This is an optimization exercise on Yosys and OpenROAD, whose aim is small area, not a production implementation. Only simulation tests tie the RTL to the original design; equivalence was not proved.

## flow/design.v (module list and top-level ports; edited modules follow where they fit)
// module ha: 4 lines
// module fa: 4 lines
// module booth_enc: 9 lines
// module mac_col1: 1091 lines
// module mac_col2: 971 lines
// module mac_col3: 971 lines
// module top: 143 lines
module top(input clk,
           input rst_n,
           input weight_select,
           input [7:0] fmaps_in1,
           input [7:0] fmaps_in2,
           input [7:0] fmaps_in3,
           input [7:0] fmaps_in4,
           input [7:0] fmaps_in5,
           input [7:0] fmaps_in6,
           input [7:0] fmaps_in7,
           input [7:0] weight_in1,
           input [7:0] weight_in2,
           input [7:0] weight_in3,
           input [7:0] weight_in4,
           input [7:0] weight_in5,
           output [1:0] cs,
           output [1:0] we,
           output [4:0] fmaps_addr,
           output [5:0] weight_addr,
           output valid,
           output signed [20:0] acc);
  // ...
==> flow/flow/run.sh <==
#!/bin/bash
# The standard synthesis and layout (the standard.sh), with two changes:
# the input and output ports are buffered with sky130_fd_sc_hd__buf_1
# instead of the placer's default buffer cell, and clock tree synthesis
# uses larger sink clusters and no dummy loads.  Each step's output goes to
# a log file of its own in this folder.
set -euo pipefail
bash standard.sh synth > synth.log 2>&1
export BUFFER_PORTS_ARGS="-buffer_cell sky130_fd_sc_hd__buf_1"
export CTS_ARGS="-sink_clustering_enable -repair_clock_nets -dont_use_dummy_load -sink_clustering_size 30 -sink_clustering_max_diameter 100"
bash standard.sh finish > layout.log 2>&1
==> flow/standard.sh <==
#!/bin/bash
# synth_recipe.tcl (not shown) runs the flow's synth.tcl, then flattens the netlist and writes it again
# the make line also repeats each setting of config.mk as NAME=value (left out here)
make -C /OpenROAD-flow-scripts/flow DESIGN_CONFIG=/design/flow/config.mk WORK_HOME=/design/flow/orfs CLKGATE_MAP_FILE= SYNTH_SCRIPT=/design/flow/synth_recipe.tcl "${@:-finish}"
==> flow/config.mk <==
export PLATFORM = sky130hd
export DESIGN_NAME = top
export DESIGN_NICKNAME = top
export VERILOG_FILES = /design/flow/design.v
export SDC_FILE = /design/flow/constraint.sdc
export NUM_CORES = 4
export LEC_CHECK = 0
export CAP_MARGIN = 20
export CORE_MARGIN = 2
export CORE_UTILIZATION = 65
export SLEW_MARGIN = 20
export SYNTH_HIERARCHICAL = 1
export SYNTH_MINIMUM_KEEP_SIZE = 0
==> flow/constraint.sdc <==
create_clock -name core_clock -period 7.0 [get_ports {clk}]
set_input_delay 1.4000 -clock core_clock [delete_from_list [all_inputs] [get_ports {clk}]]
set_output_delay 1.4000 -clock core_clock [all_outputs]
set_load 0.01 [all_outputs]
==> results_dict.tcl, run 1 <==
set metrics [dict create \
    ios 136 \
    seq_area_share_pct 22.4 \
    synth_compound_area_share_pct 12.1 \
    cts_buffers 19 \
    vias 24967 \
    synth-simple-area-share_pct 5.91 \
    inverters 31 \
    dp_slack_ns 0.138 \
    synth_commonest_cells "601 x fa_1, 473 x xnor2_1, 393 x a22oi_1" \
    ant_nets 0 \
    ys_seq_area_share_pct 23.8 \
    n_tap_cell 680 \
    max_freq_mhz 147 \
    drive_gt1_share_pct 10.7 \
    final.clkbuf_count 19 \
    stdcell_area_um2 36000 \
    crit_top_cell "fa_1" \
    top_layer_used "met5" \
    routedWlPerCell_um 32.2 \
    min_from "h2[11]" \
    yosysMostFrequentCell "fa_1" \
    cts_tree "yes" \
    min_to "o[11]" \
    ys_types 64 \
    status "no timing/DRC/antenna violations" \
]
==> module mac_col1, before the edit <==
module mac_col1(input [7:0] W1,
    input [7:0] X1,
    input [3:0] ew2_one,
    input [3:0] ew2_two,
    input [3:0] ew2_neg,
    input [7:0] X2,
    input [3:0] ew3_one,
    input [3:0] ew3_two,
    input [3:0] ew3_neg,
    input [7:0] X3,
    input [3:0] ew4_one,
    input [3:0] ew4_two,
    input [3:0] ew4_neg,
    input [7:0] X4,
    input [3:0] ew5_one,
    input [3:0] ew5_two,
    input [3:0] ew5_neg,
    input [7:0] X5,
    input [20:0] base,
    output [20:0] sum);
    wire p1;
    assign p1 = W1[0] & X1[0];
    wire p2;
    assign p2 = W1[0] & X1[1];
    wire p3;
    assign p3 = W1[0] & X1[2];
    wire p4;
    assign p4 = W1[0] & X1[3];
    wire p5;
    assign p5 = W1[0] & X1[4];
    wire p6;
    assign p6 = W1[0] & X1[5];
    wire p7;
    assign p7 = W1[0] & X1[6];
    wire p8;
    assign p8 = ~(W1[0] & X1[7]);
    wire p9;
    assign p9 = W1[1] & X1[0];
    wire p10;
    assign p10 = W1[1] & X1[1];
    wire p11;
    assign p11 = W1[1] & X1[2];
    wire p12;
    assign p12 = W1[1] & X1[3];
    wire p13;
    assign p13 = W1[1] & X1[4];
    wire p14;
    assign p14 = W1[1] & X1[5];
    wire p15;
    assign p15 = W1[1] & X1[6];
    wire p16;
    assign p16 = ~(W1[1] & X1[7]);
    wire p17;
    assign p17 = W1[2] & X1[0];
    wire p18;
    assign p18 = W1[2] & X1[1];
    wire p19;
    assign p19 = W1[2] & X1[2];
    wire p20;
    assign p20 = W1[2] & X1[3];
    wire p21;
    assign p21 = W1[2] & X1[4];
    wire p22;
    assign p22 = W1[2] & X1[5];
    wire p23;
    assign p23 = W1[2] & X1[6];
    wire p24;
    assign p24 = ~(W1[2] & X1[7]);
    wire p25;
    assign p25 = W1[3] & X1[0];
    wire p26;
    assign p26 = W1[3] & X1[1];
    wire p27;
    assign p27 = W1[3] & X1[2];
    wire p28;
    assign p28 = W1[3] & X1[3];
    wire p29;
    assign p29 = W1[3] & X1[4];
    wire p30;
    assign p30 = W1[3] & X1[5];
    wire p31;
    assign p31 = W1[3] & X1[6];
    wire p32;
    assign p32 = ~(W1[3] & X1[7]);
    wire p33;
    assign p33 = W1[4] & X1[0];
    wire p34;
    assign p34 = W1[4] & X1[1];
    wire p35;
    assign p35 = W1[4] & X1[2];
    wire p36;
    assign p36 = W1[4] & X1[3];
    wire p37;
    assign p37 = W1[4] & X1[4];
    wire p38;
    assign p38 = W1[4] & X1[5];
    wire p39;
    assign p39 = W1[4] & X1[6];
    wire p40;
    assign p40 = ~(W1[4] & X1[7]);
    wire p41;
    assign p41 = W1[5] & X1[0];
    wire p42;
    assign p42 = W1[5] & X1[1];
    wire p43;
    assign p43 = W1[5] & X1[2];
    wire p44;
    assign p44 = W1[5] & X1[3];
    wire p45;
    assign p45 = W1[5] & X1[4];
    wire p46;
    assign p46 = W1[5] & X1[5];
    wire p47;
    assign p47 = W1[5] & X1[6];
    wire p48;
    assign p48 = ~(W1[5] & X1[7]);
    wire p49;
    assign p49 = W1[6] & X1[0];
    wire p50;
    assign p50 = W1[6] & X1[1];
    wire p51;
    assign p51 = W1[6] & X1[2];
    wire p52;
    assign p52 = W1[6] & X1[3];
    wire p53;
    assign p53 = W1[6] & X1[4];
    wire p54;
    assign p54 = W1[6] & X1[5];
    wire p55;
    assign p55 = W1[6] & X1[6];
    wire p56;
    assign p56 = ~(W1[6] & X1[7]);
    wire p57;
    assign p57 = ~(W1[7] & X1[0]);
    wire p58;
    assign p58 = ~(W1[7] & X1[1]);
    wire p59;
    assign p59 = ~(W1[7] & X1[2]);
    wire p60;
    assign p60 = ~(W1[7] & X1[3]);
    wire p61;
    assign p61 = ~(W1[7] & X1[4]);
    wire p62;
    assign p62 = ~(W1[7] & X1[5]);
    wire p63;
    assign p63 = ~(W1[7] & X1[6]);
    wire p64;
    assign p64 = W1[7] & X1[7];
    wire b65;
    assign b65 = (ew2_one[0] & X2[0]) ^ ew2_neg[0];
    wire b66;
    assign b66 = ((ew2_one[0] & X2[1]) | (ew2_two[0] & X2[0])) ^ ew2_neg[0];
    wire b67;
    assign b67 = ((ew2_one[0] & X2[2]) | (ew2_two[0] & X2[1])) ^ ew2_neg[0];
    wire b68;
    assign b68 = ((ew2_one[0] & X2[3]) | (ew2_two[0] & X2[2])) ^ ew2_neg[0];
    wire b69;
    assign b69 = ((ew2_one[0] & X2[4]) | (ew2_two[0] & X2[3])) ^ ew2_neg[0];
    wire b70;
    assign b70 = ((ew2_one[0] & X2[5]) | (ew2_two[0] & X2[4])) ^ ew2_neg[0];
    wire b71;
    assign b71 = ((ew2_one[0] & X2[6]) | (ew2_two[0] & X2[5])) ^ ew2_neg[0];
    wire b72;
    assign b72 = ((ew2_one[0] & X2[7]) | (ew2_two[0] & X2[6])) ^ ew2_neg[0];
    wire b73;
    assign b73 = ~(((ew2_one[0] | ew2_two[0]) & X2[7]) ^ ew2_neg[0]);
    wire b74;
    assign b74 = (ew2_one[1] & X2[0]) ^ ew2_neg[1];
    wire b75;
    assign b75 = ((ew2_one[1] & X2[1]) | (ew2_two[1] & X2[0])) ^ ew2_neg[1];
    wire b76;
    assign b76 = ((ew2_one[1] & X2[2]) | (ew2_two[1] & X2[1])) ^ ew2_neg[1];
    wire b77;
    assign b77 = ((ew2_one[1] & X2[3]) | (ew2_two[1] & X2[2])) ^ ew2_neg[1];
    wire b78;
    assign b78 = ((ew2_one[1] & X2[4]) | (ew2_two[1] & X2[3])) ^ ew2_neg[1];
    wire b79;
    assign b79 = ((ew2_one[1] & X2[5]) | (ew2_two[1] & X2[4])) ^ ew2_neg[1];
    wire b80;
    assign b80 = ((ew2_one[1] & X2[6]) | (ew2_two[1] & X2[5])) ^ ew2_neg[1];
    wire b81;
    assign b81 = ((ew2_one[1] & X2[7]) | (ew2_two[1] & X2[6])) ^ ew2_neg[1];
    wire b82;
    assign b82 = ~(((ew2_one[1] | ew2_two[1]) & X2[7]) ^ ew2_neg[1]);
    wire b83;
    assign b83 = (ew2_one[2] & X2[0]) ^ ew2_neg[2];
    wire b84;
    assign b84 = ((ew2_one[2] & X2[1]) | (ew2_two[2] & X2[0])) ^ ew2_neg[2];
    wire b85;
    assign b85 = ((ew2_one[2] & X2[2]) | (ew2_two[2] & X2[1])) ^ ew2_neg[2];
    wire b86;
    assign b86 = ((ew2_one[2] & X2[3]) | (ew2_two[2] & X2[2])) ^ ew2_neg[2];
    wire b87;
    assign b87 = ((ew2_one[2] & X2[4]) | (ew2_two[2] & X2[3])) ^ ew2_neg[2];
    wire b88;
    assign b88 = ((ew2_one[2] & X2[5]) | (ew2_two[2] & X2[4])) ^ ew2_neg[2];
    wire b89;
    assign b89 = ((ew2_one[2] & X2[6]) | (ew2_two[2] & X2[5])) ^ ew2_neg[2];
    wire b90;
    assign b90 = ((ew2_one[2] & X2[7]) | (ew2_two[2] & X2[6])) ^ ew2_neg[2];
    wire b91;
    assign b91 = ~(((ew2_one[2] | ew2_two[2]) & X2[7]) ^ ew2_neg[2]);
    wire b92;
    assign b92 = (ew2_one[3] & X2[0]) ^ ew2_neg[3];
    wire b93;
    assign b93 = ((ew2_one[3] & X2[1]) | (ew2_two[3] & X2[0])) ^ ew2_neg[3];
    wire b94;
    assign b94 = ((ew2_one[3] & X2[2]) | (ew2_two[3] & X2[1])) ^ ew2_neg[3];
    wire b95;
    assign b95 = ((ew2_one[3] & X2[3]) | (ew2_two[3] & X2[2])) ^ ew2_neg[3];
    wire b96;
    assign b96 = ((ew2_one[3] & X2[4]) | (ew2_two[3] & X2[3])) ^ ew2_neg[3];
    wire b97;
    assign b97 = ((ew2_one[3] & X2[5]) | (ew2_two[3] & X2[4])) ^ ew2_neg[3];
    wire b98;
    assign b98 = ((ew2_one[3] & X2[6]) | (ew2_two[3] & X2[5])) ^ ew2_neg[3];
    wire b99;
    assign b99 = ((ew2_one[3] & X2[7]) | (ew2_two[3] & X2[6])) ^ ew2_neg[3];
    wire b100;
    assign b100 = ~(((ew2_one[3] | ew2_two[3]) & X2[7]) ^ ew2_neg[3]);
    wire b101;
    assign b101 = (ew3_one[0] & X3[0]) ^ ew3_neg[0];
    wire b102;
    assign b102 = ((ew3_one[0] & X3[1]) | (ew3_two[0] & X3[0])) ^ ew3_neg[0];
    wire b103;
    assign b103 = ((ew3_one[0] & X3[2]) | (ew3_two[0] & X3[1])) ^ ew3_neg[0];
    wire b104;
    assign b104 = ((ew3_one[0] & X3[3]) | (ew3_two[0] & X3[2])) ^ ew3_neg[0];
    wire b105;
    assign b105 = ((ew3_one[0] & X3[4]) | (ew3_two[0] & X3[3])) ^ ew3_neg[0];
    wire b106;
    assign b106 = ((ew3_one[0] & X3[5]) | (ew3_two[0] & X3[4])) ^ ew3_neg[0];
    wire b107;
    assign b107 = ((ew3_one[0] & X3[6]) | (ew3_two[0] & X3[5])) ^ ew3_neg[0];
    wire b108;
    assign b108 = ((ew3_one[0] & X3[7]) | (ew3_two[0] & X3[6])) ^ ew3_neg[0];
    wire b109;
    assign b109 = ~(((ew3_one[0] | ew3_two[0]) & X3[7]) ^ ew3_neg[0]);
    wire b110;
    assign b110 = (ew3_one[1] & X3[0]) ^ ew3_neg[1];
    wire b111;
    assign b111 = ((ew3_one[1] & X3[1]) | (ew3_two[1] & X3[0])) ^ ew3_neg[1];
    wire b112;
    assign b112 = ((ew3_one[1] & X3[2]) | (ew3_two[1] & X3[1])) ^ ew3_neg[1];
    wire b113;
    assign b113 = ((ew3_one[1] & X3[3]) | (ew3_two[1] & X3[2])) ^ ew3_neg[1];
    wire b114;
    assign b114 = ((ew3_one[1] & X3[4]) | (ew3_two[1] & X3[3])) ^ ew3_neg[1];
    wire b115;
    assign b115 = ((ew3_one[1] & X3[5]) | (ew3_two[1] & X3[4])) ^ ew3_neg[1];
    wire b116;
    assign b116 = ((ew3_one[1] & X3[6]) | (ew3_two[1] & X3[5])) ^ ew3_neg[1];
    wire b117;
    assign b117 = ((ew3_one[1] & X3[7]) | (ew3_two[1] & X3[6])) ^ ew3_neg[1];
    wire b118;
    assign b118 = ~(((ew3_one[1] | ew3_two[1]) & X3[7]) ^ ew3_neg[1]);
    wire b119;
    assign b119 = (ew3_one[2] & X3[0]) ^ ew3_neg[2];
    wire b120;
    assign b120 = ((ew3_one[2] & X3[1]) | (ew3_two[2] & X3[0])) ^ ew3_neg[2];
    wire b121;
    assign b121 = ((ew3_one[2] & X3[2]) | (ew3_two[2] & X3[1])) ^ ew3_neg[2];
    wire b122;
    assign b122 = ((ew3_one[2] & X3[3]) | (ew3_two[2] & X3[2])) ^ ew3_neg[2];
    wire b123;
    assign b123 = ((ew3_one[2] & X3[4]) | (ew3_two[2] & X3[3])) ^ ew3_neg[2];
    wire b124;
    assign b124 = ((ew3_one[2] & X3[5]) | (ew3_two[2] & X3[4])) ^ ew3_neg[2];
    wire b125;
    assign b125 = ((ew3_one[2] & X3[6]) | (ew3_two[2] & X3[5])) ^ ew3_neg[2];
    wire b126;
    assign b126 = ((ew3_one[2] & X3[7]) | (ew3_two[2] & X3[6])) ^ ew3_neg[2];
    wire b127;
    assign b127 = ~(((ew3_one[2] | ew3_two[2]) & X3[7]) ^ ew3_neg[2]);
    wire b128;
    assign b128 = (ew3_one[3] & X3[0]) ^ ew3_neg[3];
    wire b129;
    assign b129 = ((ew3_one[3] & X3[1]) | (ew3_two[3] & X3[0])) ^ ew3_neg[3];
    wire b130;
    assign b130 = ((ew3_one[3] & X3[2]) | (ew3_two[3] & X3[1])) ^ ew3_neg[3];
    wire b131;
    assign b131 = ((ew3_one[3] & X3[3]) | (ew3_two[3] & X3[2])) ^ ew3_neg[3];
    wire b132;
    assign b132 = ((ew3_one[3] & X3[4]) | (ew3_two[3] & X3[3])) ^ ew3_neg[3];
    wire b133;
    assign b133 = ((ew3_one[3] & X3[5]) | (ew3_two[3] & X3[4])) ^ ew3_neg[3];
    wire b134;
    assign b134 = ((ew3_one[3] & X3[6]) | (ew3_two[3] & X3[5])) ^ ew3_neg[3];
    wire b135;
    assign b135 = ((ew3_one[3] & X3[7]) | (ew3_two[3] & X3[6])) ^ ew3_neg[3];
    wire b136;
    assign b136 = ~(((ew3_one[3] | ew3_two[3]) & X3[7]) ^ ew3_neg[3]);
    wire b137;
    assign b137 = (ew4_one[0] & X4[0]) ^ ew4_neg[0];
    wire b138;
    assign b138 = ((ew4_one[0] & X4[1]) | (ew4_two[0] & X4[0])) ^ ew4_neg[0];
    wire b139;
    assign b139 = ((ew4_one[0] & X4[2]) | (ew4_two[0] & X4[1])) ^ ew4_neg[0];
    wire b140;
    assign b140 = ((ew4_one[0] & X4[3]) | (ew4_two[0] & X4[2])) ^ ew4_neg[0];
    wire b141;
    assign b141 = ((ew4_one[0] & X4[4]) | (ew4_two[0] & X4[3])) ^ ew4_neg[0];
    wire b142;
    assign b142 = ((ew4_one[0] & X4[5]) | (ew4_two[0] & X4[4])) ^ ew4_neg[0];
    wire b143;
    assign b143 = ((ew4_one[0] & X4[6]) | (ew4_two[0] & X4[5])) ^ ew4_neg[0];
    wire b144;
    assign b144 = ((ew4_one[0] & X4[7]) | (ew4_two[0] & X4[6])) ^ ew4_neg[0];
    wire b145;
    assign b145 = ~(((ew4_one[0] | ew4_two[0]) & X4[7]) ^ ew4_neg[0]);
    wire b146;
    assign b146 = (ew4_one[1] & X4[0]) ^ ew4_neg[1];
    wire b147;
    assign b147 = ((ew4_one[1] & X4[1]) | (ew4_two[1] & X4[0])) ^ ew4_neg[1];
    wire b148;
    assign b148 = ((ew4_one[1] & X4[2]) | (ew4_two[1] & X4[1])) ^ ew4_neg[1];
    wire b149;
    assign b149 = ((ew4_one[1] & X4[3]) | (ew4_two[1] & X4[2])) ^ ew4_neg[1];
    wire b150;
    assign b150 = ((ew4_one[1] & X4[4]) | (ew4_two[1] & X4[3])) ^ ew4_neg[1];
    wire b151;
    assign b151 = ((ew4_one[1] & X4[5]) | (ew4_two[1] & X4[4])) ^ ew4_neg[1];
    wire b152;
    assign b152 = ((ew4_one[1] & X4[6]) | (ew4_two[1] & X4[5])) ^ ew4_neg[1];
    wire b153;
    assign b153 = ((ew4_one[1] & X4[7]) | (ew4_two[1] & X4[6])) ^ ew4_neg[1];
    wire b154;
    assign b154 = ~(((ew4_one[1] | ew4_two[1]) & X4[7]) ^ ew4_neg[1]);
    wire b155;
    assign b155 = (ew4_one[2] & X4[0]) ^ ew4_neg[2];
    wire b156;
    assign b156 = ((ew4_one[2] & X4[1]) | (ew4_two[2] & X4[0])) ^ ew4_neg[2];
    wire b157;
    assign b157 = ((ew4_one[2] & X4[2]) | (ew4_two[2] & X4[1])) ^ ew4_neg[2];
    wire b158;
    assign b158 = ((ew4_one[2] & X4[3]) | (ew4_two[2] & X4[2])) ^ ew4_neg[2];
    wire b159;
    assign b159 = ((ew4_one[2] & X4[4]) | (ew4_two[2] & X4[3])) ^ ew4_neg[2];
    wire b160;
    assign b160 = ((ew4_one[2] & X4[5]) | (ew4_two[2] & X4[4])) ^ ew4_neg[2];
    wire b161;
    assign b161 = ((ew4_one[2] & X4[6]) | (ew4_two[2] & X4[5])) ^ ew4_neg[2];
    wire b162;
    assign b162 = ((ew4_one[2] & X4[7]) | (ew4_two[2] & X4[6])) ^ ew4_neg[2];
    wire b163;
    assign b163 = ~(((ew4_one[2] | ew4_two[2]) & X4[7]) ^ ew4_neg[2]);
    wire b164;
    assign b164 = (ew4_one[3] & X4[0]) ^ ew4_neg[3];
    wire b165;
    assign b165 = ((ew4_one[3] & X4[1]) | (ew4_two[3] & X4[0])) ^ ew4_neg[3];
    wire b166;
    assign b166 = ((ew4_one[3] & X4[2]) | (ew4_two[3] & X4[1])) ^ ew4_neg[3];
    wire b167;
    assign b167 = ((ew4_one[3] & X4[3]) | (ew4_two[3] & X4[2])) ^ ew4_neg[3];
    wire b168;
    assign b168 = ((ew4_one[3] & X4[4]) | (ew4_two[3] & X4[3])) ^ ew4_neg[3];
    wire b169;
    assign b169 = ((ew4_one[3] & X4[5]) | (ew4_two[3] & X4[4])) ^ ew4_neg[3];
    wire b170;
    assign b170 = ((ew4_one[3] & X4[6]) | (ew4_two[3] & X4[5])) ^ ew4_neg[3];
    wire b171;
    assign b171 = ((ew4_one[3] & X4[7]) | (ew4_two[3] & X4[6])) ^ ew4_neg[3];
    wire b172;
    assign b172 = ~(((ew4_one[3] | ew4_two[3]) & X4[7]) ^ ew4_neg[3]);
    wire b173;
    assign b173 = (ew5_one[0] & X5[0]) ^ ew5_neg[0];
    wire b174;
    assign b174 = ((ew5_one[0] & X5[1]) | (ew5_two[0] & X5[0])) ^ ew5_neg[0];
    wire b175;
    assign b175 = ((ew5_one[0] & X5[2]) | (ew5_two[0] & X5[1])) ^ ew5_neg[0];
    wire b176;
    assign b176 = ((ew5_one[0] & X5[3]) | (ew5_two[0] & X5[2])) ^ ew5_neg[0];
    wire b177;
    assign b177 = ((ew5_one[0] & X5[4]) | (ew5_two[0] & X5[3])) ^ ew5_neg[0];
    wire b178;
    assign b178 = ((ew5_one[0] & X5[5]) | (ew5_two[0] & X5[4])) ^ ew5_neg[0];
    wire b179;
    assign b179 = ((ew5_one[0] & X5[6]) | (ew5_two[0] & X5[5])) ^ ew5_neg[0];
    wire b180;
    assign b180 = ((ew5_one[0] & X5[7]) | (ew5_two[0] & X5[6])) ^ ew5_neg[0];
    wire b181;
    assign b181 = ~(((ew5_one[0] | ew5_two[0]) & X5[7]) ^ ew5_neg[0]);
    wire b182;
    assign b182 = (ew5_one[1] & X5[0]) ^ ew5_neg[1];
    wire b183;
    assign b183 = ((ew5_one[1] & X5[1]) | (ew5_two[1] & X5[0])) ^ ew5_neg[1];
    wire b184;
    assign b184 = ((ew5_one[1] & X5[2]) | (ew5_two[1] & X5[1])) ^ ew5_neg[1];
    wire b185;
    assign b185 = ((ew5_one[1] & X5[3]) | (ew5_two[1] & X5[2])) ^ ew5_neg[1];
    wire b186;
    assign b186 = ((ew5_one[1] & X5[4]) | (ew5_two[1] & X5[3])) ^ ew5_neg[1];
    wire b187;
    assign b187 = ((ew5_one[1] & X5[5]) | (ew5_two[1] & X5[4])) ^ ew5_neg[1];
    wire b188;
    assign b188 = ((ew5_one[1] & X5[6]) | (ew5_two[1] & X5[5])) ^ ew5_neg[1];
    wire b189;
    assign b189 = ((ew5_one[1] & X5[7]) | (ew5_two[1] & X5[6])) ^ ew5_neg[1];
    wire b190;
    assign b190 = ~(((ew5_one[1] | ew5_two[1]) & X5[7]) ^ ew5_neg[1]);
    wire b191;
    assign b191 = (ew5_one[2] & X5[0]) ^ ew5_neg[2];
    wire b192;
    assign b192 = ((ew5_one[2] & X5[1]) | (ew5_two[2] & X5[0])) ^ ew5_neg[2];
    wire b193;
    assign b193 = ((ew5_one[2] & X5[2]) | (ew5_two[2] & X5[1])) ^ ew5_neg[2];
    wire b194;
    assign b194 = ((ew5_one[2] & X5[3]) | (ew5_two[2] & X5[2])) ^ ew5_neg[2];
    wire b195;
    assign b195 = ((ew5_one[2] & X5[4]) | (ew5_two[2] & X5[3])) ^ ew5_neg[2];
    wire b196;
    assign b196 = ((ew5_one[2] & X5[5]) | (ew5_two[2] & X5[4])) ^ ew5_neg[2];
    wire b197;
    assign b197 = ((ew5_one[2] & X5[6]) | (ew5_two[2] & X5[5])) ^ ew5_neg[2];
    wire b198;
    assign b198 = ((ew5_one[2] & X5[7]) | (ew5_two[2] & X5[6])) ^ ew5_neg[2];
    wire b199;
    assign b199 = ~(((ew5_one[2] | ew5_two[2]) & X5[7]) ^ ew5_neg[2]);
    wire b200;
    assign b200 = (ew5_one[3] & X5[0]) ^ ew5_neg[3];
    wire b201;
    assign b201 = ((ew5_one[3] & X5[1]) | (ew5_two[3] & X5[0])) ^ ew5_neg[3];
    wire b202;
    assign b202 = ((ew5_one[3] & X5[2]) | (ew5_two[3] & X5[1])) ^ ew5_neg[3];
    wire b203;
    assign b203 = ((ew5_one[3] & X5[3]) | (ew5_two[3] & X5[2])) ^ ew5_neg[3];
    wire b204;
    assign b204 = ((ew5_one[3] & X5[4]) | (ew5_two[3] & X5[3])) ^ ew5_neg[3];
    wire b205;
    assign b205 = ((ew5_one[3] & X5[5]) | (ew5_two[3] & X5[4])) ^ ew5_neg[3];
    wire b206;
    assign b206 = ((ew5_one[3] & X5[6]) | (ew5_two[3] & X5[5])) ^ ew5_neg[3];
    wire b207;
    assign b207 = ((ew5_one[3] & X5[7]) | (ew5_two[3] & X5[6])) ^ ew5_neg[3];
    wire b208;
    assign b208 = ~(((ew5_one[3] | ew5_two[3]) & X5[7]) ^ ew5_neg[3]);
    wire s209;
    wire c210;
    fa us209 (.a(ew2_neg[0]), .b(ew3_neg[0]), .c(ew4_neg[0]), .s(s209), .co(c210));
    wire s211;
    wire c212;
    fa us211 (.a(ew5_neg[0]), .b(base[0]), .c(s209), .s(s211), .co(c212));
    wire s213;
    wire c214;
    fa us213 (.a(b101), .b(b137), .c(b173), .s(s213), .co(c214));
    wire s215;
    wire c216;
    fa us215 (.a(b65), .b(p1), .c(s211), .s(s215), .co(c216));
    wire s217;
    wire c218;
    fa us217 (.a(base[1]), .b(c210), .c(b102), .s(s217), .co(c218));
    wire s219;
    wire c220;
    fa us219 (.a(b138), .b(b174), .c(b66), .s(s219), .co(c220));
    wire s221;
    wire c222;
    fa us221 (.a(c212), .b(p2), .c(p9), .s(s221), .co(c222));
    wire s223;
    wire c224;
    fa us223 (.a(c214), .b(s217), .c(s219), .s(s223), .co(c224));
    wire s225;
    wire c226;
    fa us225 (.a(c216), .b(s221), .c(s223), .s(s225), .co(c226));
    wire s227;
    wire c228;
    fa us227 (.a(ew2_neg[1]), .b(ew3_neg[1]), .c(ew4_neg[1]), .s(s227), .co(c228));
    wire s229;
    wire c230;
    fa us229 (.a(ew5_neg[1]), .b(base[2]), .c(s227), .s(s229), .co(c230));
    wire s231;
    wire c232;
    fa us231 (.a(b103), .b(b110), .c(b139), .s(s231), .co(c232));
    wire s233;
    wire c234;
    fa us233 (.a(b146), .b(b175), .c(b182), .s(s233), .co(c234));
    wire s235;
    wire c236;
    fa us235 (.a(b67), .b(b74), .c(p10), .s(s235), .co(c236));
    wire s237;
    wire c238;
    fa us237 (.a(p17), .b(p3), .c(s229), .s(s237), .co(c238));
    wire s239;
    wire c240;
    fa us239 (.a(c218), .b(c220), .c(s231), .s(s239), .co(c240));
    wire s241;
    wire c242;
    fa us241 (.a(s233), .b(c222), .c(s235), .s(s241), .co(c242));
    wire s243;
    wire c244;
    fa us243 (.a(s237), .b(c224), .c(s239), .s(s243), .co(c244));
    wire s245;
    wire c246;
    fa us245 (.a(s241), .b(c226), .c(s243), .s(s245), .co(c246));
    wire s247;
    wire c248;
    fa us247 (.a(base[3]), .b(c228), .c(b104), .s(s247), .co(c248));
    wire s249;
    wire c250;
    fa us249 (.a(b111), .b(b140), .c(b147), .s(s249), .co(c250));
    wire s251;
    wire c252;
    fa us251 (.a(b176), .b(b183), .c(b68), .s(s251), .co(c252));
    wire s253;
    wire c254;
    fa us253 (.a(b75), .b(c230), .c(p11), .s(s253), .co(c254));
    wire s255;
    wire c256;
    fa us255 (.a(p18), .b(p25), .c(p4), .s(s255), .co(c256));
    wire s257;
    wire c258;
    fa us257 (.a(c232), .b(c234), .c(s247), .s(s257), .co(c258));
    wire s259;
    wire c260;
    fa us259 (.a(s249), .b(s251), .c(c236), .s(s259), .co(c260));
    wire s261;
    wire c262;
    fa us261 (.a(c238), .b(s253), .c(s255), .s(s261), .co(c262));
    wire s263;
    wire c264;
    fa us263 (.a(c240), .b(s257), .c(c242), .s(s263), .co(c264));
    wire s265;
    wire c266;
    fa us265 (.a(s259), .b(s261), .c(c244), .s(s265), .co(c266));
    wire s267;
    wire c268;
    fa us267 (.a(s263), .b(c246), .c(s265), .s(s267), .co(c268));
    wire s269;
    wire c270;
    fa us269 (.a(ew2_neg[2]), .b(ew3_neg[2]), .c(ew4_neg[2]), .s(s269), .co(c270));
    wire s271;
    wire c272;
    fa us271 (.a(ew5_neg[2]), .b(base[4]), .c(s269), .s(s271), .co(c272));
    wire s273;
    wire c274;
    fa us273 (.a(b105), .b(b112), .c(b119), .s(s273), .co(c274));
    wire s275;
    wire c276;
    fa us275 (.a(b141), .b(b148), .c(b155), .s(s275), .co(c276));
    wire s277;
    wire c278;
    fa us277 (.a(b177), .b(b184), .c(b191), .s(s277), .co(c278));
    wire s279;
    wire c280;
    fa us279 (.a(b69), .b(b76), .c(b83), .s(s279), .co(c280));
    wire s281;
    wire c282;
    fa us281 (.a(p12), .b(p19), .c(p26), .s(s281), .co(c282));
    wire s283;
    wire c284;
    fa us283 (.a(p33), .b(p5), .c(s271), .s(s283), .co(c284));
    wire s285;
    wire c286;
    fa us285 (.a(c248), .b(c250), .c(c252), .s(s285), .co(c286));
    wire s287;
    wire c288;
    fa us287 (.a(s273), .b(s275), .c(s277), .s(s287), .co(c288));
    wire s289;
    wire c290;
    fa us289 (.a(s279), .b(c254), .c(c256), .s(s289), .co(c290));
    wire s291;
    wire c292;
    fa us291 (.a(s281), .b(s283), .c(c258), .s(s291), .co(c292));
    wire s293;
    wire c294;
    fa us293 (.a(s285), .b(s287), .c(c260), .s(s293), .co(c294));
    wire s295;
    wire c296;
    fa us295 (.a(c262), .b(s289), .c(s291), .s(s295), .co(c296));
    wire s297;
    wire c298;
    fa us297 (.a(c264), .b(s293), .c(c266), .s(s297), .co(c298));
    wire s299;
    wire c300;
    fa us299 (.a(s295), .b(c268), .c(s297), .s(s299), .co(c300));
    wire s301;
    wire c302;
    fa us301 (.a(base[5]), .b(c270), .c(b106), .s(s301), .co(c302));
    wire s303;
    wire c304;
    fa us303 (.a(b113), .b(b120), .c(b142), .s(s303), .co(c304));
    wire s305;
    wire c306;
    fa us305 (.a(b149), .b(b156), .c(b178), .s(s305), .co(c306));
    wire s307;
    wire c308;
    fa us307 (.a(b185), .b(b192), .c(b70), .s(s307), .co(c308));
    wire s309;
    wire c310;
    fa us309 (.a(b77), .b(b84), .c(c272), .s(s309), .co(c310));
    wire s311;
    wire c312;
    fa us311 (.a(p13), .b(p20), .c(p27), .s(s311), .co(c312));
    wire s313;
    wire c314;
    fa us313 (.a(p34), .b(p41), .c(p6), .s(s313), .co(c314));
    wire s315;
    wire c316;
    fa us315 (.a(c274), .b(c276), .c(c278), .s(s315), .co(c316));
    wire s317;
    wire c318;
    fa us317 (.a(c280), .b(s301), .c(s303), .s(s317), .co(c318));
    wire s319;
    wire c320;
    fa us319 (.a(s305), .b(s307), .c(c282), .s(s319), .co(c320));
    wire s321;
    wire c322;
    fa us321 (.a(c284), .b(s309), .c(s311), .s(s321), .co(c322));
    wire s323;
    wire c324;
    fa us323 (.a(s313), .b(c286), .c(c288), .s(s323), .co(c324));
    wire s325;
    wire c326;
    fa us325 (.a(s315), .b(s317), .c(c290), .s(s325), .co(c326));
    wire s327;
    wire c328;
    fa us327 (.a(s319), .b(s321), .c(c292), .s(s327), .co(c328));
    wire s329;
    wire c330;
    fa us329 (.a(s323), .b(c294), .c(s325), .s(s329), .co(c330));
    wire s331;
    wire c332;
    fa us331 (.a(c296), .b(s327), .c(s329), .s(s331), .co(c332));
    wire s333;
    wire c334;
    fa us333 (.a(c298), .b(s331), .c(c300), .s(s333), .co(c334));
    wire s335;
    wire c336;
    fa us335 (.a(ew2_neg[3]), .b(ew3_neg[3]), .c(ew4_neg[3]), .s(s335), .co(c336));
    wire s337;
    wire c338;
    fa us337 (.a(ew5_neg[3]), .b(base[6]), .c(s335), .s(s337), .co(c338));
    wire s339;
    wire c340;
    fa us339 (.a(b107), .b(b114), .c(b121), .s(s339), .co(c340));
    wire s341;
    wire c342;
    fa us341 (.a(b128), .b(b143), .c(b150), .s(s341), .co(c342));
    wire s343;
    wire c344;
    fa us343 (.a(b157), .b(b164), .c(b179), .s(s343), .co(c344));
    wire s345;
    wire c346;
    fa us345 (.a(b186), .b(b193), .c(b200), .s(s345), .co(c346));
    wire s347;
    wire c348;
    fa us347 (.a(b71), .b(b78), .c(b85), .s(s347), .co(c348));
    wire s349;
    wire c350;
    fa us349 (.a(b92), .b(p14), .c(p21), .s(s349), .co(c350));
    wire s351;
    wire c352;
    fa us351 (.a(p28), .b(p35), .c(p42), .s(s351), .co(c352));
    wire s353;
    wire c354;
    fa us353 (.a(p49), .b(p7), .c(s337), .s(s353), .co(c354));
    wire s355;
    wire c356;
    fa us355 (.a(c302), .b(c304), .c(c306), .s(s355), .co(c356));
    wire s357;
    wire c358;
    fa us357 (.a(c308), .b(s339), .c(s341), .s(s357), .co(c358));
    wire s359;
    wire c360;
    fa us359 (.a(s343), .b(s345), .c(s347), .s(s359), .co(c360));
    wire s361;
    wire c362;
    fa us361 (.a(c310), .b(c312), .c(c314), .s(s361), .co(c362));
    wire s363;
    wire c364;
    fa us363 (.a(s349), .b(s351), .c(c316), .s(s363), .co(c364));
    wire s365;
    wire c366;
    fa us365 (.a(s353), .b(c318), .c(s355), .s(s365), .co(c366));
    wire s367;
    wire c368;
    fa us367 (.a(s357), .b(s359), .c(c320), .s(s367), .co(c368));
    wire s369;
    wire c370;
    fa us369 (.a(c322), .b(s361), .c(c324), .s(s369), .co(c370));
    wire s371;
    wire c372;
    fa us371 (.a(s363), .b(s365), .c(c326), .s(s371), .co(c372));
    wire s373;
    wire c374;
    fa us373 (.a(s367), .b(c328), .c(s369), .s(s373), .co(c374));
    wire s375;
    wire c376;
    fa us375 (.a(c330), .b(s371), .c(s373), .s(s375), .co(c376));
    wire s377;
    wire c378;
    fa us377 (.a(c332), .b(s375), .c(c334), .s(s377), .co(c378));
    wire s379;
    wire c380;
    fa us379 (.a(base[7]), .b(c336), .c(b108), .s(s379), .co(c380));
    wire s381;
    wire c382;
    fa us381 (.a(b115), .b(b122), .c(b129), .s(s381), .co(c382));
    wire s383;
    wire c384;
    fa us383 (.a(b144), .b(b151), .c(b158), .s(s383), .co(c384));
    wire s385;
    wire c386;
    fa us385 (.a(b165), .b(b180), .c(b187), .s(s385), .co(c386));
    wire s387;
    wire c388;
    fa us387 (.a(b194), .b(b201), .c(b72), .s(s387), .co(c388));
    wire s389;
    wire c390;
    fa us389 (.a(b79), .b(b86), .c(b93), .s(s389), .co(c390));
    wire s391;
    wire c392;
    fa us391 (.a(c338), .b(p15), .c(p22), .s(s391), .co(c392));
    wire s393;
    wire c394;
    fa us393 (.a(p29), .b(p36), .c(p43), .s(s393), .co(c394));
    wire s395;
    wire c396;
    fa us395 (.a(p50), .b(p57), .c(p8), .s(s395), .co(c396));
    wire s397;
    wire c398;
    fa us397 (.a(c340), .b(c342), .c(c344), .s(s397), .co(c398));
    wire s399;
    wire c400;
    fa us399 (.a(c346), .b(c348), .c(s379), .s(s399), .co(c400));
    wire s401;
    wire c402;
    fa us401 (.a(s381), .b(s383), .c(s385), .s(s401), .co(c402));
    wire s403;
    wire c404;
    fa us403 (.a(s387), .b(s389), .c(c350), .s(s403), .co(c404));
    wire s405;
    wire c406;
    fa us405 (.a(c352), .b(c354), .c(s391), .s(s405), .co(c406));
    wire s407;
    wire c408;
    fa us407 (.a(s393), .b(s395), .c(c356), .s(s407), .co(c408));
    wire s409;
    wire c410;
    fa us409 (.a(c358), .b(c360), .c(s397), .s(s409), .co(c410));
    wire s411;
    wire c412;
    fa us411 (.a(s399), .b(s401), .c(c362), .s(s411), .co(c412));
    wire s413;
    wire c414;
    fa us413 (.a(s403), .b(c364), .c(s405), .s(s413), .co(c414));
    wire s415;
    wire c416;
    fa us415 (.a(c366), .b(s407), .c(s409), .s(s415), .co(c416));
    wire s417;
    wire c418;
    fa us417 (.a(c368), .b(s411), .c(c370), .s(s417), .co(c418));
    wire s419;
    wire c420;
    fa us419 (.a(s413), .b(c372), .c(s415), .s(s419), .co(c420));
    wire s421;
    wire c422;
    fa us421 (.a(c374), .b(s417), .c(s419), .s(s421), .co(c422));
    wire s423;
    wire c424;
    ha us423 (.a(c376), .b(s421), .s(s423), .co(c424));
    wire s425;
    wire c426;
    fa us425 (.a(base[8]), .b(b109), .c(b116), .s(s425), .co(c426));
    wire s427;
    wire c428;
    fa us427 (.a(b123), .b(b130), .c(b145), .s(s427), .co(c428));
    wire s429;
    wire c430;
    fa us429 (.a(b152), .b(b159), .c(b166), .s(s429), .co(c430));
    wire s431;
    wire c432;
    fa us431 (.a(b181), .b(b188), .c(b195), .s(s431), .co(c432));
    wire s433;
    wire c434;
    fa us433 (.a(b202), .b(b73), .c(b80), .s(s433), .co(c434));
    wire s435;
    wire c436;
    fa us435 (.a(b87), .b(b94), .c(p16), .s(s435), .co(c436));
    wire s437;
    wire c438;
    fa us437 (.a(p23), .b(p30), .c(p37), .s(s437), .co(c438));
    wire s439;
    wire c440;
    fa us439 (.a(p44), .b(p51), .c(p58), .s(s439), .co(c440));
    wire s441;
    wire c442;
    fa us441 (.a(c380), .b(c382), .c(c384), .s(s441), .co(c442));
    wire s443;
    wire c444;
    fa us443 (.a(c386), .b(c388), .c(c390), .s(s443), .co(c444));
    wire s445;
    wire c446;
    fa us445 (.a(s425), .b(s427), .c(s429), .s(s445), .co(c446));
    wire s447;
    wire c448;
    fa us447 (.a(s431), .b(s433), .c(c392), .s(s447), .co(c448));
    wire s449;
    wire c450;
    fa us449 (.a(c394), .b(c396), .c(s435), .s(s449), .co(c450));
    wire s451;
    wire c452;
    fa us451 (.a(s437), .b(s439), .c(c398), .s(s451), .co(c452));
    wire s453;
    wire c454;
    fa us453 (.a(c400), .b(c402), .c(s441), .s(s453), .co(c454));
    wire s455;
    wire c456;
    fa us455 (.a(s443), .b(s445), .c(c404), .s(s455), .co(c456));
    wire s457;
    wire c458;
    fa us457 (.a(c406), .b(s447), .c(c408), .s(s457), .co(c458));
    wire s459;
    wire c460;
    fa us459 (.a(s449), .b(c410), .c(s451), .s(s459), .co(c460));
    wire s461;
    wire c462;
    fa us461 (.a(s453), .b(c412), .c(s455), .s(s461), .co(c462));
    wire s463;
    wire c464;
    fa us463 (.a(c414), .b(s457), .c(c416), .s(s463), .co(c464));
    wire s465;
    wire c466;
    fa us465 (.a(s459), .b(s461), .c(c418), .s(s465), .co(c466));
    wire s467;
    wire c468;
    fa us467 (.a(c420), .b(s463), .c(s465), .s(s467), .co(c468));
    wire s469;
    wire c470;
    fa us469 (.a(c422), .b(s467), .c(c424), .s(s469), .co(c470));
    wire s471;
    wire c472;
    fa us471 (.a(base[9]), .b(b117), .c(b124), .s(s471), .co(c472));
    wire s473;
    wire c474;
    fa us473 (.a(b131), .b(b153), .c(b160), .s(s473), .co(c474));
    wire s475;
    wire c476;
    fa us475 (.a(b167), .b(b189), .c(b196), .s(s475), .co(c476));
    wire s477;
    wire c478;
    fa us477 (.a(b203), .b(b81), .c(b88), .s(s477), .co(c478));
    wire s479;
    wire c480;
    fa us479 (.a(b95), .b(p24), .c(p31), .s(s479), .co(c480));
    wire s481;
    wire c482;
    fa us481 (.a(p38), .b(p45), .c(p52), .s(s481), .co(c482));
    wire s483;
    wire c484;
    fa us483 (.a(p59), .b(c426), .c(c428), .s(s483), .co(c484));
    wire s485;
    wire c486;
    fa us485 (.a(c430), .b(c432), .c(c434), .s(s485), .co(c486));
    wire s487;
    wire c488;
    fa us487 (.a(s471), .b(s473), .c(s475), .s(s487), .co(c488));
    wire s489;
    wire c490;
    fa us489 (.a(s477), .b(c436), .c(c438), .s(s489), .co(c490));
    wire s491;
    wire c492;
    fa us491 (.a(c440), .b(s479), .c(s481), .s(s491), .co(c492));
    wire s493;
    wire c494;
    fa us493 (.a(c442), .b(c444), .c(c446), .s(s493), .co(c494));
    wire s495;
    wire c496;
    fa us495 (.a(s483), .b(s485), .c(s487), .s(s495), .co(c496));
    wire s497;
    wire c498;
    fa us497 (.a(c448), .b(c450), .c(s489), .s(s497), .co(c498));
    wire s499;
    wire c500;
    fa us499 (.a(c452), .b(s491), .c(c454), .s(s499), .co(c500));
    wire s501;
    wire c502;
    fa us501 (.a(s493), .b(c456), .c(s495), .s(s501), .co(c502));
    wire s503;
    wire c504;
    fa us503 (.a(c458), .b(s497), .c(c460), .s(s503), .co(c504));
    wire s505;
    wire c506;
    fa us505 (.a(s499), .b(c462), .c(s501), .s(s505), .co(c506));
    wire s507;
    wire c508;
    fa us507 (.a(c464), .b(s503), .c(c466), .s(s507), .co(c508));
    wire s509;
    wire c510;
    fa us509 (.a(s505), .b(c468), .c(s507), .s(s509), .co(c510));
    wire s511;
    wire c512;
    fa us511 (.a(base[10]), .b(b118), .c(b125), .s(s511), .co(c512));
    wire s513;
    wire c514;
    fa us513 (.a(b132), .b(b154), .c(b161), .s(s513), .co(c514));
    wire s515;
    wire c516;
    fa us515 (.a(b168), .b(b190), .c(b197), .s(s515), .co(c516));
    wire s517;
    wire c518;
    fa us517 (.a(b204), .b(b82), .c(b89), .s(s517), .co(c518));
    wire s519;
    wire c520;
    fa us519 (.a(b96), .b(p32), .c(p39), .s(s519), .co(c520));
    wire s521;
    wire c522;
    fa us521 (.a(p46), .b(p53), .c(p60), .s(s521), .co(c522));
    wire s523;
    wire c524;
    fa us523 (.a(c472), .b(c474), .c(c476), .s(s523), .co(c524));
    wire s525;
    wire c526;
    fa us525 (.a(c478), .b(s511), .c(s513), .s(s525), .co(c526));
    wire s527;
    wire c528;
    fa us527 (.a(s515), .b(s517), .c(c480), .s(s527), .co(c528));
    wire s529;
    wire c530;
    fa us529 (.a(c482), .b(s519), .c(s521), .s(s529), .co(c530));
    wire s531;
    wire c532;
    fa us531 (.a(c484), .b(c486), .c(c488), .s(s531), .co(c532));
    wire s533;
    wire c534;
    fa us533 (.a(s523), .b(s525), .c(c490), .s(s533), .co(c534));
    wire s535;
    wire c536;
    fa us535 (.a(c492), .b(s527), .c(s529), .s(s535), .co(c536));
    wire s537;
    wire c538;
    fa us537 (.a(c494), .b(c496), .c(s531), .s(s537), .co(c538));
    wire s539;
    wire c540;
    fa us539 (.a(c498), .b(s533), .c(c500), .s(s539), .co(c540));
    wire s541;
    wire c542;
    fa us541 (.a(s535), .b(c502), .c(s537), .s(s541), .co(c542));
    wire s543;
    wire c544;
    fa us543 (.a(c504), .b(s539), .c(c506), .s(s543), .co(c544));
    wire s545;
    wire c546;
    fa us545 (.a(s541), .b(c508), .c(s543), .s(s545), .co(c546));
    wire s547;
    wire c548;
    fa us547 (.a(base[11]), .b(b126), .c(b133), .s(s547), .co(c548));
    wire s549;
    wire c550;
    fa us549 (.a(b162), .b(b169), .c(b198), .s(s549), .co(c550));
    wire s551;
    wire c552;
    fa us551 (.a(b205), .b(b90), .c(b97), .s(s551), .co(c552));
    wire s553;
    wire c554;
    fa us553 (.a(p40), .b(p47), .c(p54), .s(s553), .co(c554));
    wire s555;
    wire c556;
    fa us555 (.a(p61), .b(c512), .c(c514), .s(s555), .co(c556));
    wire s557;
    wire c558;
    fa us557 (.a(c516), .b(c518), .c(s547), .s(s557), .co(c558));
    wire s559;
    wire c560;
    fa us559 (.a(s549), .b(s551), .c(c520), .s(s559), .co(c560));
    wire s561;
    wire c562;
    fa us561 (.a(c522), .b(s553), .c(c524), .s(s561), .co(c562));
    wire s563;
    wire c564;
    fa us563 (.a(c526), .b(s555), .c(s557), .s(s563), .co(c564));
    wire s565;
    wire c566;
    fa us565 (.a(c528), .b(c530), .c(s559), .s(s565), .co(c566));
    wire s567;
    wire c568;
    fa us567 (.a(c532), .b(s561), .c(c534), .s(s567), .co(c568));
    wire s569;
    wire c570;
    fa us569 (.a(s563), .b(c536), .c(s565), .s(s569), .co(c570));
    wire s571;
    wire c572;
    fa us571 (.a(c538), .b(s567), .c(c540), .s(s571), .co(c572));
    wire s573;
    wire c574;
    fa us573 (.a(s569), .b(c542), .c(s571), .s(s573), .co(c574));
    wire s575;
    wire c576;
    fa us575 (.a(c544), .b(s573), .c(c546), .s(s575), .co(c576));
    wire s577;
    wire c578;
    fa us577 (.a(base[12]), .b(b127), .c(b134), .s(s577), .co(c578));
    wire s579;
    wire c580;
    fa us579 (.a(b163), .b(b170), .c(b199), .s(s579), .co(c580));
    wire s581;
    wire c582;
    fa us581 (.a(b206), .b(b91), .c(b98), .s(s581), .co(c582));
    wire s583;
    wire c584;
    fa us583 (.a(p48), .b(p55), .c(p62), .s(s583), .co(c584));
    wire s585;
    wire c586;
    fa us585 (.a(c548), .b(c550), .c(c552), .s(s585), .co(c586));
    wire s587;
    wire c588;
    fa us587 (.a(s577), .b(s579), .c(s581), .s(s587), .co(c588));
    wire s589;
    wire c590;
    fa us589 (.a(c554), .b(s583), .c(c556), .s(s589), .co(c590));
    wire s591;
    wire c592;
    fa us591 (.a(c558), .b(s585), .c(s587), .s(s591), .co(c592));
    wire s593;
    wire c594;
    fa us593 (.a(c560), .b(c562), .c(s589), .s(s593), .co(c594));
    wire s595;
    wire c596;
    fa us595 (.a(c564), .b(s591), .c(c566), .s(s595), .co(c596));
    wire s597;
    wire c598;
    fa us597 (.a(s593), .b(c568), .c(c570), .s(s597), .co(c598));
    wire s599;
    wire c600;
    fa us599 (.a(s595), .b(c572), .c(s597), .s(s599), .co(c600));
    wire s601;
    wire c602;
    ha us601 (.a(c574), .b(s599), .s(s601), .co(c602));
    wire s603;
    wire c604;
    fa us603 (.a(base[13]), .b(b135), .c(b171), .s(s603), .co(c604));
    wire s605;
    wire c606;
    fa us605 (.a(b207), .b(b99), .c(p56), .s(s605), .co(c606));
    wire s607;
    wire c608;
    fa us607 (.a(p63), .b(c578), .c(c580), .s(s607), .co(c608));
    wire s609;
    wire c610;
    fa us609 (.a(c582), .b(s603), .c(c584), .s(s609), .co(c610));
    wire s611;
    wire c612;
    fa us611 (.a(s605), .b(c586), .c(c588), .s(s611), .co(c612));
    wire s613;
    wire c614;
    fa us613 (.a(s607), .b(s609), .c(c590), .s(s613), .co(c614));
    wire s615;
    wire c616;
    fa us615 (.a(c592), .b(s611), .c(c594), .s(s615), .co(c616));
    wire s617;
    wire c618;
    fa us617 (.a(s613), .b(c596), .c(s615), .s(s617), .co(c618));
    wire s619;
    wire c620;
    fa us619 (.a(c598), .b(s617), .c(c600), .s(s619), .co(c620));
    wire s621;
    wire c622;
    fa us621 (.a(base[14]), .b(b100), .c(b136), .s(s621), .co(c622));
    wire s623;
    wire c624;
    fa us623 (.a(b172), .b(b208), .c(p64), .s(s623), .co(c624));
    wire s625;
    wire c626;
    fa us625 (.a(c604), .b(s621), .c(c606), .s(s625), .co(c626));
    wire s627;
    wire c628;
    fa us627 (.a(s623), .b(c608), .c(c610), .s(s627), .co(c628));
    wire s629;
    wire c630;
    fa us629 (.a(s625), .b(c612), .c(s627), .s(s629), .co(c630));
    wire s631;
    wire c632;
    fa us631 (.a(c614), .b(s629), .c(c616), .s(s631), .co(c632));
    wire s633;
    wire c634;
    fa us633 (.a(c618), .b(s631), .c(c620), .s(s633), .co(c634));
    wire s635;
    wire c636;
    fa us635 (.a(base[15]), .b(c622), .c(c624), .s(s635), .co(c636));
    wire s637;
    wire c638;
    fa us637 (.a(c626), .b(s635), .c(c628), .s(s637), .co(c638));
    wire s639;
    wire c640;
    fa us639 (.a(c630), .b(s637), .c(c632), .s(s639), .co(c640));
    wire s641;
    wire c642;
    fa us641 (.a(base[16]), .b(c636), .c(c638), .s(s641), .co(c642));
    wire [20:0] ra = {base[20], base[19], base[18], base[17], c640, c634, s633, c602, c576, s575, c510, c470, s469, c378, s377, s333, s299, s267, s245, s225, s213};
    wire [20:0] rb = {1'b0, 1'b0, 1'b0, c642, s641, s639, 1'b0, s619, s601, 1'b0, s545, s509, 1'b0, s423, 1'b0, 1'b0, 1'b0, 1'b0, 1'b0, 1'b0, s215};
    assign sum = ra + rb;
endmodule
==> run 2: changes to the inputs <==
--- a/flow/design.v
+++ b/flow/design.v
@@ -769,17 +769,17 @@
     wire s419;
     wire c420;
     fa us419 (.a(s413), .b(c372), .c(s415), .s(s419), .co(c420));
     wire s421;
     wire c422;
     fa us421 (.a(c374), .b(s417), .c(s419), .s(s421), .co(c422));
     wire s423;
     wire c424;
-    ha us423 (.a(c376), .b(s421), .s(s423), .co(c424));
+    fa us423 (.a(c376), .b(s421), .c(c378), .s(s423), .co(c424));
     wire s425;
     wire c426;
     fa us425 (.a(base[8]), .b(b109), .c(b116), .s(s425), .co(c426));
     wire s427;
     wire c428;
     fa us427 (.a(b123), .b(b130), .c(b145), .s(s427), .co(c428));
     wire s429;
     wire c430;
@@ -838,17 +838,17 @@
     wire s465;
     wire c466;
     fa us465 (.a(s459), .b(s461), .c(c418), .s(s465), .co(c466));
     wire s467;
     wire c468;
     fa us467 (.a(c420), .b(s463), .c(s465), .s(s467), .co(c468));
     wire s469;
     wire c470;
-    fa us469 (.a(c422), .b(s467), .c(c424), .s(s469), .co(c470));
+    ha us469 (.a(c422), .b(s467), .s(s469), .co(c470));
     wire s471;
     wire c472;
     fa us471 (.a(base[9]), .b(b117), .c(b124), .s(s471), .co(c472));
     wire s473;
     wire c474;
     fa us473 (.a(b131), .b(b153), .c(b160), .s(s473), .co(c474));
     wire s475;
     wire c476;
@@ -1036,17 +1036,17 @@
     wire s597;
     wire c598;
     fa us597 (.a(s593), .b(c568), .c(c570), .s(s597), .co(c598));
     wire s599;
     wire c600;
     fa us599 (.a(s595), .b(c572), .c(s597), .s(s599), .co(c600));
     wire s601;
     wire c602;
-    ha us601 (.a(c574), .b(s599), .s(s601), .co(c602));
+    fa us601 (.a(c574), .b(s599), .c(c576), .s(s601), .co(c602));
     wire s603;
     wire c604;
     fa us603 (.a(base[13]), .b(b135), .c(b171), .s(s603), .co(c604));
     wire s605;
     wire c606;
     fa us605 (.a(b207), .b(b99), .c(p56), .s(s605), .co(c606));
     wire s607;
     wire c608;
@@ -1097,18 +1097,18 @@
     wire c638;
     fa us637 (.a(c626), .b(s635), .c(c628), .s(s637), .co(c638));
     wire s639;
     wire c640;
     fa us639 (.a(c630), .b(s637), .c(c632), .s(s639), .co(c640));
     wire s641;
     wire c642;
     fa us641 (.a(base[16]), .b(c636), .c(c638), .s(s641), .co(c642));
-    wire [20:0] ra = {base[20], base[19], base[18], base[17], c640, c634, s633, c602, c576, s575, c510, c470, s469, c378, s377, s333, s299, s267, s245, s225, s213};
-    wire [20:0] rb = {1'b0, 1'b0, 1'b0, c642, s641, s639, 1'b0, s619, s601, 1'b0, s545, s509, 1'b0, s423, 1'b0, 1'b0, 1'b0, 1'b0, 1'b0, 1'b0, s215};
+    wire [20:0] ra = {base[20], base[19], base[18], base[17], c640, c634, s633, c602, s601, s575, c510, c470, c424, s423, s377, s333, s299, s267, s245, s225, s213};
+    wire [20:0] rb = {1'b0, 1'b0, 1'b0, c642, s641, s639, 1'b0, s619, 1'b0, 1'b0, s545, s509, s469, 1'b0, 1'b0, 1'b0, 1'b0, 1'b0, 1'b0, 1'b0, s215};
     assign sum = ra + rb;
 endmodule
 module mac_col2(input [3:0] ex2_one,
     input [3:0] ex2_two,
     input [3:0] ex2_neg,
     input [7:0] W1,
     input [3:0] ew2_one,
     input [3:0] ew2_two,
@@ -1782,17 +1782,17 @@
     wire s375;
     wire c376;
     fa us375 (.a(s369), .b(c334), .c(s371), .s(s375), .co(c376));
     wire s377;
     wire c378;
     fa us377 (.a(s373), .b(c336), .c(s375), .s(s377), .co(c378));
     wire s379;
     wire c380;
-    ha us379 (.a(c338), .b(s377), .s(s379), .co(c380));
+    fa us379 (.a(c338), .b(s377), .c(c340), .s(s379), .co(c380));
     wire s381;
     wire c382;
     fa us381 (.a(base[8]), .b(b102), .c(b117), .s(s381), .co(c382));
     wire s383;
     wire c384;
     fa us383 (.a(b124), .b(b131), .c(b138), .s(s383), .co(c384));
     wire s385;
     wire c386;
@@ -1842,17 +1842,17 @@
     wire s415;
     wire c416;
     fa us415 (.a(s409), .b(s411), .c(c374), .s(s415), .co(c416));
     wire s417;
     wire c418;
     fa us417 (.a(c376), .b(s413), .c(s415), .s(s417), .co(c418));
     wire s419;
     wire c420;
-    fa us419 (.a(c378), .b(s417), .c(c380), .s(s419), .co(c420));
+    ha us419 (.a(c378), .b(s417), .s(s419), .co(c420));
     wire s421;
     wire c422;
     fa us421 (.a(base[9]), .b(b103), .c(b125), .s(s421), .co(c422));
     wire s423;
     wire c424;
     fa us423 (.a(b132), .b(b139), .c(b161), .s(s423), .co(c424));
     wire s425;
     wire c426;
@@ -1980,17 +1980,17 @@
     wire s507;
     wire c508;
     fa us507 (.a(c478), .b(s503), .c(c480), .s(s507), .co(c508));
     wire s509;
     wire c510;
     fa us509 (.a(s505), .b(c482), .c(s507), .s(s509), .co(c510));
     wire s511;
     wire c512;
-    ha us511 (.a(c484), .b(s509), .s(s511), .co(c512));
+    fa us511 (.a(c484), .b(s509), .c(c486), .s(s511), .co(c512));
     wire s513;
     wire c514;
     fa us513 (.a(base[12]), .b(b106), .c(b135), .s(s513), .co(c514));
     wire s515;
     wire c516;
     fa us515 (.a(b142), .b(b171), .c(b178), .s(s515), .co(c516));
     wire s517;
     wire c518;
@@ -2068,18 +2068,18 @@
     wire c566;
     fa us565 (.a(c556), .b(s563), .c(c558), .s(s565), .co(c566));
     wire s567;
     wire c568;
     fa us567 (.a(c560), .b(s565), .c(c562), .s(s567), .co(c568));
     wire s569;
     wire c570;
     fa us569 (.a(base[16]), .b(c564), .c(c566), .s(s569), .co(c570));
-    wire [20:0] ra = {base[20], base[19], base[18], base[17], c568, s567, c550, s549, c512, c486, s485, c420, s419, c340, s339, s299, s269, s239, s219, s199, s189};
-    wire [20:0] rb = {1'b0, 1'b0, 1'b0, c570, s569, 1'b0, s561, 1'b0, s533, s511, 1'b0, s453, 1'b0, s379, 1'b0, 1'b0, 1'b0, 1'b0, 1'b0, 1'b0, 1'b0};
+    wire [20:0] ra = {base[20], base[19], base[18], base[17], c568, s567, c550, s549, c512, s511, s485, c420, c380, s379, s339, s299, s269, s239, s219, s199, s189};
+    wire [20:0] rb = {1'b0, 1'b0, 1'b0, c570, s569, 1'b0, s561, 1'b0, s533, 1'b0, 1'b0, s453, s419, 1'b0, 1'b0, 1'b0, 1'b0, 1'b0, 1'b0, 1'b0, 1'b0};
     assign sum = ra + rb;
 endmodule
 module mac_col3(input [3:0] ex3_one,
     input [3:0] ex3_two,
     input [3:0] ex3_neg,
     input [7:0] W1,
     input [3:0] ew2_one,
     input [3:0] ew2_two,
@@ -2753,17 +2753,17 @@
     wire s375;
     wire c376;
     fa us375 (.a(s369), .b(c334), .c(s371), .s(s375), .co(c376));
     wire s377;
     wire c378;
     fa us377 (.a(s373), .b(c336), .c(s375), .s(s377), .co(c378));
     wire s379;
     wire c380;
-    ha us379 (.a(c338), .b(s377), .s(s379), .co(c380));
+    fa us379 (.a(c338), .b(s377), .c(c340), .s(s379), .co(c380));
     wire s381;
     wire c382;
     fa us381 (.a(base[8]), .b(b102), .c(b117), .s(s381), .co(c382));
     wire s383;
     wire c384;
     fa us383 (.a(b124), .b(b131), .c(b138), .s(s383), .co(c384));
     wire s385;
     wire c386;
@@ -2813,17 +2813,17 @@
     wire s415;
     wire c416;
     fa us415 (.a(s409), .b(s411), .c(c374), .s(s415), .co(c416));
     wire s417;
     wire c418;
     fa us417 (.a(c376), .b(s413), .c(s415), .s(s417), .co(c418));
     wire s419;
     wire c420;
-    fa us419 (.a(c378), .b(s417), .c(c380), .s(s419), .co(c420));
+    ha us419 (.a(c378), .b(s417), .s(s419), .co(c420));
     wire s421;
     wire c422;
     fa us421 (.a(base[9]), .b(b103), .c(b125), .s(s421), .co(c422));
     wire s423;
     wire c424;
     fa us423 (.a(b132), .b(b139), .c(b161), .s(s423), .co(c424));
     wire s425;
     wire c426;
@@ -2951,17 +2951,17 @@
     wire s507;
     wire c508;
     fa us507 (.a(c478), .b(s503), .c(c480), .s(s507), .co(c508));
     wire s509;
     wire c510;
     fa us509 (.a(s505), .b(c482), .c(s507), .s(s509), .co(c510));
     wire s511;
     wire c512;
-    ha us511 (.a(c484), .b(s509), .s(s511), .co(c512));
+    fa us511 (.a(c484), .b(s509), .c(c486), .s(s511), .co(c512));
     wire s513;
     wire c514;
     fa us513 (.a(base[12]), .b(b106), .c(b135), .s(s513), .co(c514));
     wire s515;
     wire c516;
     fa us515 (.a(b142), .b(b171), .c(b178), .s(s515), .co(c516));
     wire s517;
     wire c518;
@@ -3039,18 +3039,18 @@
     wire c566;
     fa us565 (.a(c556), .b(s563), .c(c558), .s(s565), .co(c566));
     wire s567;
     wire c568;
     fa us567 (.a(c560), .b(s565), .c(c562), .s(s567), .co(c568));
     wire s569;
     wire c570;
     fa us569 (.a(base[16]), .b(c564), .c(c566), .s(s569), .co(c570));
-    wire [20:0] ra = {base[20], base[19], base[18], base[17], c568, s567, c550, s549, c512, c486, s485, c420, s419, c340, s339, s299, s269, s239, s219, s199, s189};
-    wire [20:0] rb = {1'b0, 1'b0, 1'b0, c570, s569, 1'b0, s561, 1'b0, s533, s511, 1'b0, s453, 1'b0, s379, 1'b0, 1'b0, 1'b0, 1'b0, 1'b0, 1'b0, 1'b0};
+    wire [20:0] ra = {base[20], base[19], base[18], base[17], c568, s567, c550, s549, c512, s511, s485, c420, c380, s379, s339, s299, s269, s239, s219, s199, s189};
+    wire [20:0] rb = {1'b0, 1'b0, 1'b0, c570, s569, 1'b0, s561, 1'b0, s533, 1'b0, 1'b0, s453, s419, 1'b0, 1'b0, 1'b0, 1'b0, 1'b0, 1'b0, 1'b0, 1'b0};
     assign sum = ra + rb;
 endmodule
 module top(input clk,
            input rst_n,
            input weight_select,
            input [7:0] fmaps_in1,
            input [7:0] fmaps_in2,
            input [7:0] fmaps_in3,
==> run 2 against run 1 <==
Net effect: still clean on timing, DRC and antenna; area after synthesis fell by 0.78%; first-iteration DRC count fell by 17%; non-clock buffer count rose by 29; cell count decreased by 0.55%; sequential cell count stayed put; critical path depth rose by 2; register-to-register slack worse by 0.06 ns; worst setup slack got worse by 0.059 ns; maximum frequency is 0.86% lower; critical endpoint is now s1[19]; highest routed layer unchanged.
==> results_dict.tcl, run 2 <==
set metrics [dict create \
    status "no timing/DRC/antenna violations" \
    worst_slack_ns 0.140 \
    ys_ff_latch 378 \
    chipHeight_um 231 \
    routabilityCongestion 1.02 \
    yosysWarnings 7 \
    maxCapViolations 0 \
    drt-initial-drc-count 2900 \
    ys_seq_area_share_pct 24.0 \
    layout_common_cells "606 x fa_1, 479 x xnor2_1, 392 x a22oi_1" \
    finalHoldViolations 0 \
    setup-violations-final 0 \
    cts-root-buf "clkbuf_16" \
    crit_required_ns 7.44 \
    synth.top_cell.area_share_pct 36.2 \
    grt_antenna_before_repair 8 \
    slowest_stage "dfxtp_1" \
    synthCells 2892 \
    startpoint "x4_3[0]" \
    cpPeakStageDelay_ns 0.56 \
    routed_wl_um 114000 \
    ant_nets 0 \
    path_cells "buf_4, nand2_1, xnor2_1, fa_1, fa_1, fa_1, fa_1, fa_1, fa_1, fa_1, fa_1, fa_1, ha_1, nand4_1, or4_4, a211oi_1, o21ai_1, xnor2_1" \
    r2r_start "x4_3[0]" \
    crit_buf_inv 1 \
    hp-class "flop to flop" \
    path_clk_slew_ns 0.10 \
    slew_viol_final 0 \
    cts_buffers 19 \
    start_util_pct 65.6 \
    post-route-min-period_ns 6.86 \
    layout_commonest_cell "fa_1" \
    drcViolationCount 0 \
    grt_pass1_vias 26508 \
    fp-row-count 83 \
    reg2regPathDepth 18 \
    firstDrtPassIters 8 \
    crit_type "flop to flop" \
    grt_max_degree 71 \
    htree_levels 1 \
    crit_top_cell "fa_1" \
    synth.largest_area_cell "fa_1" \
    clkLatencyLatePin_ns 0.59 \
    async_reset_ff_share_pct 25.1 \
    routedWlPerCell_um 31.3 \
    die-area_um2 53400 \
    fin_crit_sh_pct 98.0 \
    cp_top_family "adder cells" \
    startpoint_type "flop" \
    port_buffers 133 \
    max_freq_mhz 146 \
    rsz0062_at_grt "no" \
    ys_types 54 \
    end_kind "flop" \
    synth_commonest_cells "606 x fa_1, 479 x xnor2_1, 392 x a22oi_1" \
    finalClockSkew_ns 0.0567 \
    cts.sinks 378 \
    nets 3691 \
    dpl.hpwl_um 86600 \
    vias 24178 \
    fin_tns_setup_ns 0 \
    netlist_area_um2 33500 \
    clockBufferDepth 3 \
    max_slew.worst_pin.slew_ns 1.01 \
    grt_usage_pct 44.3 \
    min_path_cells 0 \
    cts_tree "yes" \
    yosysMostFrequentCell "fa_1" \
    die_w_um 231 \
    path_max_fanout 8 \
    hold_ws_ns 0.300 \
    syn_area_per_cell_um2 11.6 \
    dp_slack_ns -0.166 \
    synth_edf_count 0 \
    cp_data_arrival_time_ns 7.30 \
    core_area_um2 51100 \
    vias_per_cell 6.65 \
    grt_overflow 0 \
    ios 136 \
    path_depth 18 \
    area_growth_pct 7.80 \
    min_from "x7_1[5]" \
    grt_pass1_wl_um 170000 \
    ys.flop_type "dfxtp_1" \
    ys_top_cells_by_area "fa_1 36%, dfxtp_1 17%, xnor2_1 13%" \
    drive_gt1_share_pct 12.3 \
    relSlewSlack_pct 32.4 \
    hold_buffers 0 \
]
-- run 2: what timing repair did --
action / 4_1_cts / 5_1_grt
endpoints found under the setup margin: 0 / 15
endpoints found under the hold margin: 0 / 0
buffers inserted: 0 / 1
gates resized for setup: 0 / 7
-- run 2: stage by stage --
step                instances  cell area, um^2  util [%]
finish                   3636            36100      70.7
global route             3634            36100      70.7
CTS                      3633            36100      70.6
detailed placement       3614            35600      69.7
global placement         3614            35600      69.7
floorplan                2893            33500         -
-- run 2: area by class of cell --
type | count | area, um^2
Sequential cell | 378 | 8080
Antenna cell | 2 | 5.00
Clock buffer | 19 | 475
Timing Repair Buffer | 381 | 2770
Fill cell | 3733 | 15000
Tap cell | 680 | 851
Multi-Input combinational cell | 2144 | 23800
Inverter | 32 | 120
-- run 2: cells by family (layout without fill, tap and decap cells) --
family	count (synthesis)	count (layout)	share of synthesized area, %
xor+xnor	568	568	14.9
simple gates	335	335	5.51
flops	378	378	24.0
fa+ha+maj	636	636	37.3
compound gates	554	554	11.7
mux	48	48	1.60
buf+inv	371	432	4.91
other cells	2	5	0.0224
-- run 2: Yosys stat by module, one instance, submodules excluded --
module	cells inside	flops+latches	area [um^2]	times used
top	648	378	9900	1
mac_col2	513	0	3640	1
fa	1	0	20.0	604
booth_enc	18	0	124	6
mac_col3	513	0	3640	1
ha	1	0	12.5	3
mac_col1	503	0	3440	1
-- run 2: worst paths after layout --
path                        endpoint  slack [ns]
setup / recovery              s1[19]        0.14
hold / removal               x7_2[5]        0.30
setup reg to reg              s1[19]        0.14
min in group asynchronous  waddr1[3]        0.84
hold reg to reg              x7_2[5]        0.30
max in group asynchronous    x7_1[4]        5.06
-- run 2: metal layers --
layer	vias to the layer above	track usage [%]	part of all wire [%]
met2	1824	66.7	44
li1	9570	-	-
met4	10	28.6	8.0
met5	-	0.551	0.077
met1	12188	55.9	35
met3	586	13.4	13

-- separate check: timing with driven ports --
How much do the figures lean on ideal ports? The routed layouts below were timed once more, with nothing changed but the port constraints.
Step 1 sets driving cells, clkbuf_16 on the clock port and buf_2 on the other inputs (assumed; they add their load-dependent delay and slew).
Step 2 also shifts input and output timing later by t, the mid clock arrival at the registers, as if the neighbouring blocks saw the same clock.
a / b / c = ideal / step 1 / step 2; a / b = the first two.
run	shift t [ns]	setup WS [ns]	worst setup path at the end	worst register clock-pin slew, ns
run 1	0.611	0.199 / 0.199 / 0.039	input to register	0.11 / 0.11
run 2	0.619	0.140 / 0.140 / -0.193	input to register	0.11 / 0.11
Met with ideal ports but missed after step 2: setup timing in run 2. The setup slack of run 2, which loses most, moves by 0.000 ns with the drivers and by -0.333 ns with both steps.
